From an optimization exercise on the open Yosys and OpenROAD flow, aimed at small area, a short achievable clock period and few clock cycles; shortcuts taken in it are not production practice. Where RTL was checked, it was by simulation tests only, not by an equivalence proof against the original. The clock port is modelled as an ideal driver, which makes a skipped or thinned clock tree look cheaper than it is; a real chip needs a root buffer or a tree. Power is estimated from default activity; no workload was simulated.

Setup of run a:
==> flow/design.v <==
`timescale 1ns/10ps
module LBP ( clk, reset, gray_addr, gray_req, gray_ready, gray_data, lbp_addr, lbp_valid, lbp_data, finish);
input   	clk;
input   	reset;
output  reg [13:0] 	gray_addr;
output  reg      	gray_req;
input   	    gray_ready;
input   [7:0] 	gray_data;
output  reg [13:0] 	lbp_addr;
output  reg 	lbp_valid;
output  reg [7:0] 	lbp_data;
output  reg 	finish;
localparam K = 10;
reg        run;       
reg [3:0]  idx;       
reg [3:0]  s;         
reg [3:0]  rh;        
reg [6:0]  col;       
reg        cend;      
reg        at7;       
reg        last;      
reg        v1, f1;    
reg        first;     
reg        wrapped;   
wire       step_strip = last & cend;         
wire [3:0] idx_n = !run ? 4'd0 : last ? 4'd0 : idx + 4'd1;
wire [3:0] s_p1 = s + 4'd1;
wire [3:0] s_n = step_strip ? s_p1 : s;
wire [6:0] col_n = last ? col + 7'd1 : col;
wire [3:0] rh_n = at7 ? rh + 4'd1 : (last & ~cend) ? rh - 4'd1 : rh;
always @(posedge clk or posedge reset) begin
    if (reset) run <= 1'b0;
    else run <= run | gray_ready;
end
always @(posedge clk) begin
    if (!run) begin
        idx <= 4'd0;
        s <= 4'd0;
        rh <= 4'd0;
        col <= 7'd0;
        cend <= 1'b0;
        at7 <= 1'b0;
        last <= 1'b0;
        first <= 1'b0;
        wrapped <= 1'b0;
    end else begin
        first <= last;
        wrapped <= last & cend;
        idx <= idx_n;
        s <= s_n;
        rh <= rh_n;
        col <= col_n;
        if (last) cend <= (col == 7'd126);
        at7 <= (idx == 4'd6);
        last <= (idx == 4'd8);
    end
end
wire [2:0] idx_m2 = idx[2:0] - 3'd2;
wire [6:0] lrow = first ? {(wrapped ? s : s_p1), 3'd0} : {s, idx_m2};
wire [6:0] lcol = col + {6'b111111, ~first};    
function [1:0] cmp2;
    input [7:0] a, b;
    reg [7:0] g, p;
    reg g76, p76, g54, p54, g32, p32, g10, p10, g74, p74, g30, p30, gg, pp;
    begin
        g = a & ~b;
        p = a | ~b;
        g76 = g[7] | (p[7] & g[6]);  p76 = p[7] & p[6];
        g54 = g[5] | (p[5] & g[4]);  p54 = p[5] & p[4];
        g32 = g[3] | (p[3] & g[2]);  p32 = p[3] & p[2];
        g10 = g[1] | (p[1] & g[0]);  p10 = p[1] & p[0];
        g74 = g76 | (p76 & g54);     p74 = p76 & p54;
        g30 = g32 | (p32 & g10);     p30 = p32 & p10;
        gg  = g74 | (p74 & g30);     pp  = p74 & p30;
        cmp2 = {gg | pp, ~gg};
    end
endfunction
reg [7:0]  sr [0:K+1];  
reg [2:0]  pb [0:K];    
reg        q5;          
reg        q1;          
reg        q2a, q2b;    
wire [7:0] p  = sr[0];      
wire [7:0] dl = sr[K-1];    
wire [7:0] l  = sr[K];      
wire [7:0] ul = sr[K+1];    
wire p_ge_ul, ul_ge_p, p_ge_l, l_ge_p, p_ge_dl, dl_ge_p, l_ge_ul, ul_ge_l;
assign {p_ge_ul, ul_ge_p} = cmp2(p, ul);
assign {p_ge_l,  l_ge_p}  = cmp2(p, l);
assign {p_ge_dl, dl_ge_p} = cmp2(p, dl);
assign {l_ge_ul, ul_ge_l} = cmp2(l, ul);
integer j;
always @(posedge clk) begin
    sr[0] <= gray_data;
    for (j = 1; j <= K+1; j = j + 1) sr[j] <= sr[j-1];
    pb[0] <= {dl_ge_p, l_ge_p, ul_ge_p};
    for (j = 1; j <= K; j = j + 1) pb[j] <= pb[j-1];
    q5 <= p_ge_l;
    q1 <= ul_ge_l;
    q2a <= p_ge_dl;
    q2b <= q2a;
    gray_req <= run | gray_ready;
    gray_addr <= {rh_n, idx_n[2:0], col_n};
    v1 <= run && (idx[3:1] != 3'd0) && (col[6:1] != 6'd0) && !(s == 4'd15 && idx[3]);
    f1 <= run && cend && (s == 4'd15) && (idx == 4'd7);
    lbp_valid <= v1 & run;    
    finish <= f1 & run;
    lbp_addr <= {lrow, lcol};
    lbp_data <= {p_ge_ul, l_ge_ul, pb[K][2], q5, pb[K][1], q2b, q1, pb[K][0]};
end
endmodule
==> flow/config.mk <==
export PLATFORM = sky130hd
export DESIGN_NAME = LBP
export DESIGN_NICKNAME = LBP
export VERILOG_FILES = /design/flow/design.v
export SDC_FILE = /design/flow/constraint.sdc
export NUM_CORES = 4
export LEC_CHECK = 0
export CAP_MARGIN = 20
export CORE_MARGIN = 2
export CORE_UTILIZATION = 40
export PLACE_DENSITY = 0.6
export SETUP_SLACK_MARGIN = 2.1
export SLEW_MARGIN = 20
==> flow/constraint.sdc <==
create_clock -name core_clock -period 3.3 [get_ports {clk}]
set_input_delay 0.6600 -clock core_clock [delete_from_list [all_inputs] [get_ports {clk}]]
set_output_delay 0.6600 -clock core_clock [all_outputs]
set_load 0.01 [all_outputs]
standard.sh (not shown) runs the stock make flow with config.mk's settings and CLKGATE_MAP_FILE= SYNTH_SCRIPT=/design/flow/synth_recipe.tcl, a recipe that flattens the netlist after the stock synthesis.
==> flow/flow/run.sh <==
#!/bin/bash
# Own layout flow: the standard flow (standard.sh, unchanged synthesis),
# with two hooks: flow/ports.tcl after global placement sets the port
# buffers' cells (POST_GLOBAL_PLACE_TCL), and flow/clock_tree.tcl builds a
# two-level clock tree before CTS, which TritonCTS then skips (PRE_CTS_TCL).
# standard.sh's output goes to standard.log; each ORFS step keeps its own log
# under orfs/logs.
set -euo pipefail
cd "$(dirname "$0")/.."
export POST_GLOBAL_PLACE_TCL="$(pwd)/flow/ports.tcl"
export PRE_CTS_TCL="$(pwd)/flow/clock_tree.tcl"
export MY_CLK_NLEAF=8 MY_CLK_LEAF=sky130_fd_sc_hd__clkinv_16 MY_CLK_TOP=sky130_fd_sc_hd__clkinv_8
bash standard.sh > standard.log 2>&1
Other scripts of this flow, unchanged in this note and not shown: flow/flow/clock_tree.tcl, flow/flow/ports.tcl
Testbench counts of run a, summed over its fixed seeds: cycles 163,840.
Input changes introduced in run b (baseline for comparison: run a):
--- a/flow/design.v
+++ b/flow/design.v
@@ -22,12 +22,13 @@
 reg        v1, f1;    
 reg        first;     
 reg        wrapped;   
-wire       step_strip = last & cend;         
-wire [3:0] idx_n = !run ? 4'd0 : last ? 4'd0 : idx + 4'd1;
+wire       step_col = run & last;            
+wire       step_strip = step_col & cend;     
+wire [3:0] idx_n = !run ? idx : last ? 4'd0 : idx + 4'd1;
 wire [3:0] s_p1 = s + 4'd1;
 wire [3:0] s_n = step_strip ? s_p1 : s;
-wire [6:0] col_n = last ? col + 7'd1 : col;
-wire [3:0] rh_n = at7 ? rh + 4'd1 : (last & ~cend) ? rh - 4'd1 : rh;
+wire [6:0] col_n = step_col ? col + 7'd1 : col;
+wire [3:0] rh_n = (run & at7) ? rh + 4'd1 : (step_col & ~cend) ? rh - 4'd1 : rh;
 always @(posedge clk or posedge reset) begin
     if (reset) run <= 1'b0;
     else run <= run | gray_ready;
@@ -46,7 +47,7 @@
     end else begin
         first <= last;
         wrapped <= last & cend;
-        idx <= idx_n;
+        idx <= last ? 4'd0 : idx + 4'd1;
         s <= s_n;
         rh <= rh_n;
         col <= col_n;
@@ -57,7 +58,7 @@
 end
 wire [2:0] idx_m2 = idx[2:0] - 3'd2;
 wire [6:0] lrow = first ? {(wrapped ? s : s_p1), 3'd0} : {s, idx_m2};
-wire [6:0] lcol = col + {6'b111111, ~first};    
+wire [6:0] lcol = first ? col - 7'd2 : col - 7'd1;
 function [1:0] cmp2;
     input [7:0] a, b;
     reg [7:0] g, p;
Results
Run b reached the final stage; the timing, design-rule and antenna checks on its layout passed. Max layout overhead on the synthesized area across run a and run b: run b. In the flow results for run a and run b, the post-synthesis cell type count is larger on run b. Relative to run a, synthesized area increased by 1.9% in run b. Setup slack in run b is smaller than in run a. The final reports for run b and run a show combinational power higher in the former. Changes observed in run b relative to run a: clock skew saw little to no change, share of the cycle needed by the critical path after routing now sits higher, post-synthesis share of cell area spent on and, or, nand and nor gates flat. Compared with run a, detailed-route wire length per cell in run b increased slightly. Any difference in number of cells on the critical path between run b and run a is small enough to ignore. Comparing run a against run b, there is no change at all in number of sequential storage elements. Worst vdd rail ir drop, run b vs run a: down by more than a quarter. Row vertical die dimension: run b higher / run a lower.
The RTL of run b was laid out without a check of its function. No run of this note takes its clock network from TritonCTS; it comes from the design's own scripts or RTL.

* * *

Starts from the design.v that is shown in full above.
Settings: LEC_CHECK=0, CAP_MARGIN=20, CORE_MARGIN=2, CORE_UTILIZATION=55, PLACE_DENSITY=0.75, SETUP_SLACK_MARGIN=1.95, SLEW_MARGIN=20; clock period 3.3 ns.
==> flow/flow/run.sh <==
#!/bin/bash
# Own layout flow: the standard flow (standard.sh, unchanged synthesis),
# with two hooks: flow/ports.tcl after global placement sets the port
# buffers' cells (POST_GLOBAL_PLACE_TCL), and flow/clock_tree.tcl builds a
# two-level clock tree before CTS, which TritonCTS then skips (PRE_CTS_TCL).
# standard.sh's output goes to standard.log; each ORFS step keeps its own log
# under orfs/logs.
set -euo pipefail
cd "$(dirname "$0")/.."
export POST_GLOBAL_PLACE_TCL="$(pwd)/flow/ports.tcl"
export PRE_CTS_TCL="$(pwd)/flow/clock_tree.tcl"
export MY_CLK_NLEAF=12 MY_CLK_LEAF=sky130_fd_sc_hd__clkinv_8 MY_CLK_TOP=sky130_fd_sc_hd__clkinv_8
bash standard.sh > standard.log 2>&1
Other scripts of this flow, unchanged in this note and not shown: flow/flow/clock_tree.tcl, flow/flow/ports.tcl
The starting point passed the timing, design-rule and antenna checks.
Testbench counts at the start, summed over its fixed seeds: cycles 163,840.
Rerun with:
--- a/flow/design.v
+++ b/flow/design.v
@@ -10,56 +10,52 @@
 output  reg 	lbp_valid;
 output  reg [7:0] 	lbp_data;
 output  reg 	finish;
 localparam K = 10;
 reg        run;       
 reg [3:0]  idx;       
-reg [3:0]  s;         
 reg [3:0]  rh;        
 reg [6:0]  col;       
 reg        cend;      
 reg        at7;       
 reg        last;      
 reg        v1, f1;    
 reg        first;     
 reg        wrapped;   
-wire       step_strip = last & cend;         
 wire [3:0] idx_n = !run ? 4'd0 : last ? 4'd0 : idx + 4'd1;
-wire [3:0] s_p1 = s + 4'd1;
-wire [3:0] s_n = step_strip ? s_p1 : s;
 wire [6:0] col_n = last ? col + 7'd1 : col;
-wire [3:0] rh_n = at7 ? rh + 4'd1 : (last & ~cend) ? rh - 4'd1 : rh;
+wire [3:0] rh_p1 = rh + 4'd1;
+wire [3:0] rh_m1 = rh - 4'd1;
+wire [3:0] rh_n = at7 ? rh_p1 : (last & ~cend) ? rh_m1 : rh;
 always @(posedge clk or posedge reset) begin
     if (reset) run <= 1'b0;
     else run <= run | gray_ready;
 end
 always @(posedge clk) begin
     if (!run) begin
         idx <= 4'd0;
-        s <= 4'd0;
         rh <= 4'd0;
         col <= 7'd0;
         cend <= 1'b0;
         at7 <= 1'b0;
         last <= 1'b0;
         first <= 1'b0;
         wrapped <= 1'b0;
     end else begin
         first <= last;
         wrapped <= last & cend;
         idx <= idx_n;
-        s <= s_n;
         rh <= rh_n;
         col <= col_n;
         if (last) cend <= (col == 7'd126);
         at7 <= (idx == 4'd6);
         last <= (idx == 4'd8);
     end
 end
 wire [2:0] idx_m2 = idx[2:0] - 3'd2;
-wire [6:0] lrow = first ? {(wrapped ? s : s_p1), 3'd0} : {s, idx_m2};
+wire [6:0] lrow = first ? {(wrapped ? rh : rh_p1), 3'd0} : {(idx[3] ? rh_m1 : rh), idx_m2};
 wire [6:0] lcol = col + {6'b111111, ~first};    
 function [1:0] cmp2;
     input [7:0] a, b;
     reg [7:0] g, p;
     reg g76, p76, g54, p54, g32, p32, g10, p10, g74, p74, g30, p30, gg, pp;
     begin
@@ -98,14 +94,14 @@
     q5 <= p_ge_l;
     q1 <= ul_ge_l;
     q2a <= p_ge_dl;
     q2b <= q2a;
     gray_req <= run | gray_ready;
     gray_addr <= {rh_n, idx_n[2:0], col_n};
-    v1 <= run && (idx[3:1] != 3'd0) && (col[6:1] != 6'd0) && !(s == 4'd15 && idx[3]);
-    f1 <= run && cend && (s == 4'd15) && (idx == 4'd7);
+    v1 <= run && (idx[3:1] != 3'd0) && (col[6:1] != 6'd0) && !(rh == 4'd0 && idx[3]);
+    f1 <= run && cend && (rh == 4'd15) && (idx == 4'd7);
     lbp_valid <= v1 & run;    
     finish <= f1 & run;
     lbp_addr <= {lrow, lcol};
     lbp_data <= {p_ge_ul, l_ge_ul, pb[K][2], q5, pb[K][1], q2b, q1, pb[K][0]};
 end
 endmodule
The new run ran to the end with no violations.
Cell area is lower by 0.57%.
Setup slack gets better by 0.052 ns.
Global-route usage is higher by 0.52 points.
Flip-flop and latch count is lower by 4.
Combinational power is higher by 20%.
Testbench counts after the change, summed over its fixed seeds: cycles 163,840.
In every run of this note, the design's own scripts or RTL, not TritonCTS, make the clock network.

* * *

== trial 24 ==
// LBP: RTL as listed in full above, without the edits since
export LEC_CHECK = 0
export CAP_MARGIN = 20
export CORE_MARGIN = 2
export CORE_UTILIZATION = 55
export PLACE_DENSITY = 0.75
export SETUP_SLACK_MARGIN = 2.0
export SLEW_MARGIN = 20
create_clock -name core_clock -period 3.3 [get_ports {clk}]
==> flow/flow/run.sh <==
#!/bin/bash
# Own layout flow: the standard flow (standard.sh, unchanged synthesis),
# with two hooks: flow/ports.tcl after global placement sets the port
# buffers' cells (POST_GLOBAL_PLACE_TCL), and flow/clock_tree.tcl builds a
# two-level clock tree before CTS, which TritonCTS then skips (PRE_CTS_TCL).
# standard.sh's output goes to standard.log; each ORFS step keeps its own log
# under orfs/logs.
set -euo pipefail
cd "$(dirname "$0")/.."
export POST_GLOBAL_PLACE_TCL="$(pwd)/flow/ports.tcl"
export PRE_CTS_TCL="$(pwd)/flow/clock_tree.tcl"
export MY_CLK_NLEAF=8 MY_CLK_LEAF=sky130_fd_sc_hd__clkinv_16 MY_CLK_TOP=sky130_fd_sc_hd__clkinv_8
bash standard.sh > standard.log 2>&1
Other scripts of this flow, unchanged in this note and not shown: flow/flow/clock_tree.tcl, flow/flow/ports.tcl
Trial 24 finished every step from synthesis to the final layout, and the layout passed the timing, design-rule and antenna checks.
Testbench counts of trial 24, summed over its fixed seeds: cycles 163,840.
[inputs] trial 98 vs trial 24
-- flow/design.v --
<<< trial 24, line 81
reg        q1;          
reg        q2a, q2b;    
wire [7:0] p  = sr[0];      
wire [7:0] dl = sr[K-1];    
wire [7:0] l  = sr[K];      
wire [7:0] ul = sr[K+1];    
wire p_ge_ul, ul_ge_p, p_ge_l, l_ge_p, p_ge_dl, dl_ge_p, l_ge_ul, ul_ge_l;
assign {p_ge_ul, ul_ge_p} = cmp2(p, ul);
assign {p_ge_l,  l_ge_p}  = cmp2(p, l);
assign {p_ge_dl, dl_ge_p} = cmp2(p, dl);
assign {l_ge_ul, ul_ge_l} = cmp2(l, ul);
integer j;
always @(posedge clk) begin
    sr[0] <= gray_data;
    for (j = 1; j <= K+1; j = j + 1) sr[j] <= sr[j-1];
    pb[0] <= {dl_ge_p, l_ge_p, ul_ge_p};
>>> trial 98, line 81
reg        q1;          
reg        q2a, q2b;    
reg [1:0]  h_ul, h_l, h_dl;
wire [7:0] p  = sr[0];      
wire [7:0] dl = sr[K-1];    
wire [7:0] l  = sr[K];      
wire [7:0] ul = sr[K+1];    
function [1:0] gtlt4;
    input [3:0] a, b;
    reg [3:0] ga, pa, gb, pb;
    begin
        ga = a & ~b;  pa = a | ~b;
        gb = b & ~a;  pb = b | ~a;
        gtlt4 = {ga[3] | (pa[3] & (ga[2] | (pa[2] & (ga[1] | (pa[1] & ga[0]))))),
                 gb[3] | (pb[3] & (gb[2] | (pb[2] & (gb[1] | (pb[1] & gb[0])))))};
    end
endfunction
function [1:0] cmp2h;
    input [1:0] h;
    input [3:0] a, b;
    reg [1:0] lo;
    begin
        lo = gtlt4(a, b);
        cmp2h = {h[1] | (~h[0] & ~lo[0]), h[0] | (~h[1] & ~lo[1])};
    end
endfunction
wire p_ge_ul, ul_ge_p, p_ge_l, l_ge_p, p_ge_dl, dl_ge_p, l_ge_ul, ul_ge_l;
assign {p_ge_ul, ul_ge_p} = cmp2h(h_ul, p[3:0], ul[3:0]);
assign {p_ge_l,  l_ge_p}  = cmp2h(h_l, p[3:0], l[3:0]);
assign {p_ge_dl, dl_ge_p} = cmp2h(h_dl, p[3:0], dl[3:0]);
assign {l_ge_ul, ul_ge_l} = cmp2(l, ul);
integer j;
always @(posedge clk) begin
    sr[0] <= gray_data;
    h_ul <= gtlt4(gray_data[7:4], sr[K][7:4]);
    h_l  <= gtlt4(gray_data[7:4], sr[K-1][7:4]);
    h_dl <= gtlt4(gray_data[7:4], sr[K-2][7:4]);
    for (j = 1; j <= K+1; j = j + 1) sr[j] <= sr[j-1];
    pb[0] <= {dl_ge_p, l_ge_p, ul_ge_p};
Findings:
Trial 98 went all the way through synthesis, placement and routing and the layout is clean on timing, DRC and antenna.
When trial 98 is set beside trial 24, its post-placement worst setup slack turns out to be 760 ps smaller.
Via count ends up lower on trial 24.
Against trial 24, trial 98 reports a share of final-layout standard cells stronger than drive strength 1 that is higher.
Routed length per placed instance: trial 98 > trial 24
The count of sequential standard cells of trial 98 is higher than that of trial 24.
Fraction of registers with async set/reset: trial 24 vs trial 98 — no meaningful difference
Summary of the comparison: power of the combinational group is higher in trial 98, relative to trial 24.
Cell internal power dissipation: trial 98 and trial 24 compared, lower one is trial 24
Sort trial 98 and trial 24 by global-route usage, descending, and trial 98 comes first.
Compared with trial 24, trial 98 ends up with a larger final cell area.
Trial 98 ends up with a fraction of the cycle the final worst path needs that is 11 points higher than in trial 24.
For trial 98, only the layout was checked, not whether the RTL still works. In every run of this note, the design's own scripts or RTL, not TritonCTS, make the clock network.

-- separate check: timing with driven ports --
The flow's constraints put no driver on any port. The routed layouts listed below were extracted and timed again, unchanged, in two steps.
Step 1 sets driving cells, clkbuf_16 on the clock port and buf_2 on the other inputs (assumed; they add their load-dependent delay and slew).
Step 2 adds t to the input delays and takes it off the output delays; t is the mean of the earliest and latest rising clock arrival at the registers after step 1. Input paths then give back, and output paths get back, about the clock's delay inside the block.
Three values: ideal, step 1, step 2; two values: the first two.
| run | t (ns) | setup slack, ns | worst data-port slew with drivers (ns) |
|---|---|---|---|
| run a | 0.307 | 1.975 / 1.885 / 1.975 | 0.03 |
| run b | 0.305 | 1.892 / 1.884 / 1.892 | 0.03 |
| the first run of note 2 | 0.288 | 1.909 / 1.853 / 1.909 | 0.04 |
| the second run of note 2 | 0.289 | 1.961 / 1.882 / 1.960 | 0.03 |
| trial 24 | 0.300 | 1.970 / 1.892 / 1.970 | 0.03 |
| trial 98 | 0.309 | 1.594 / 1.675 / 1.366 | 0.06 |
After both steps setup and hold are still met in every run listed. The setup slack of trial 98, which loses most, moves by +0.081 ns with the drivers and by -0.228 ns with both steps.
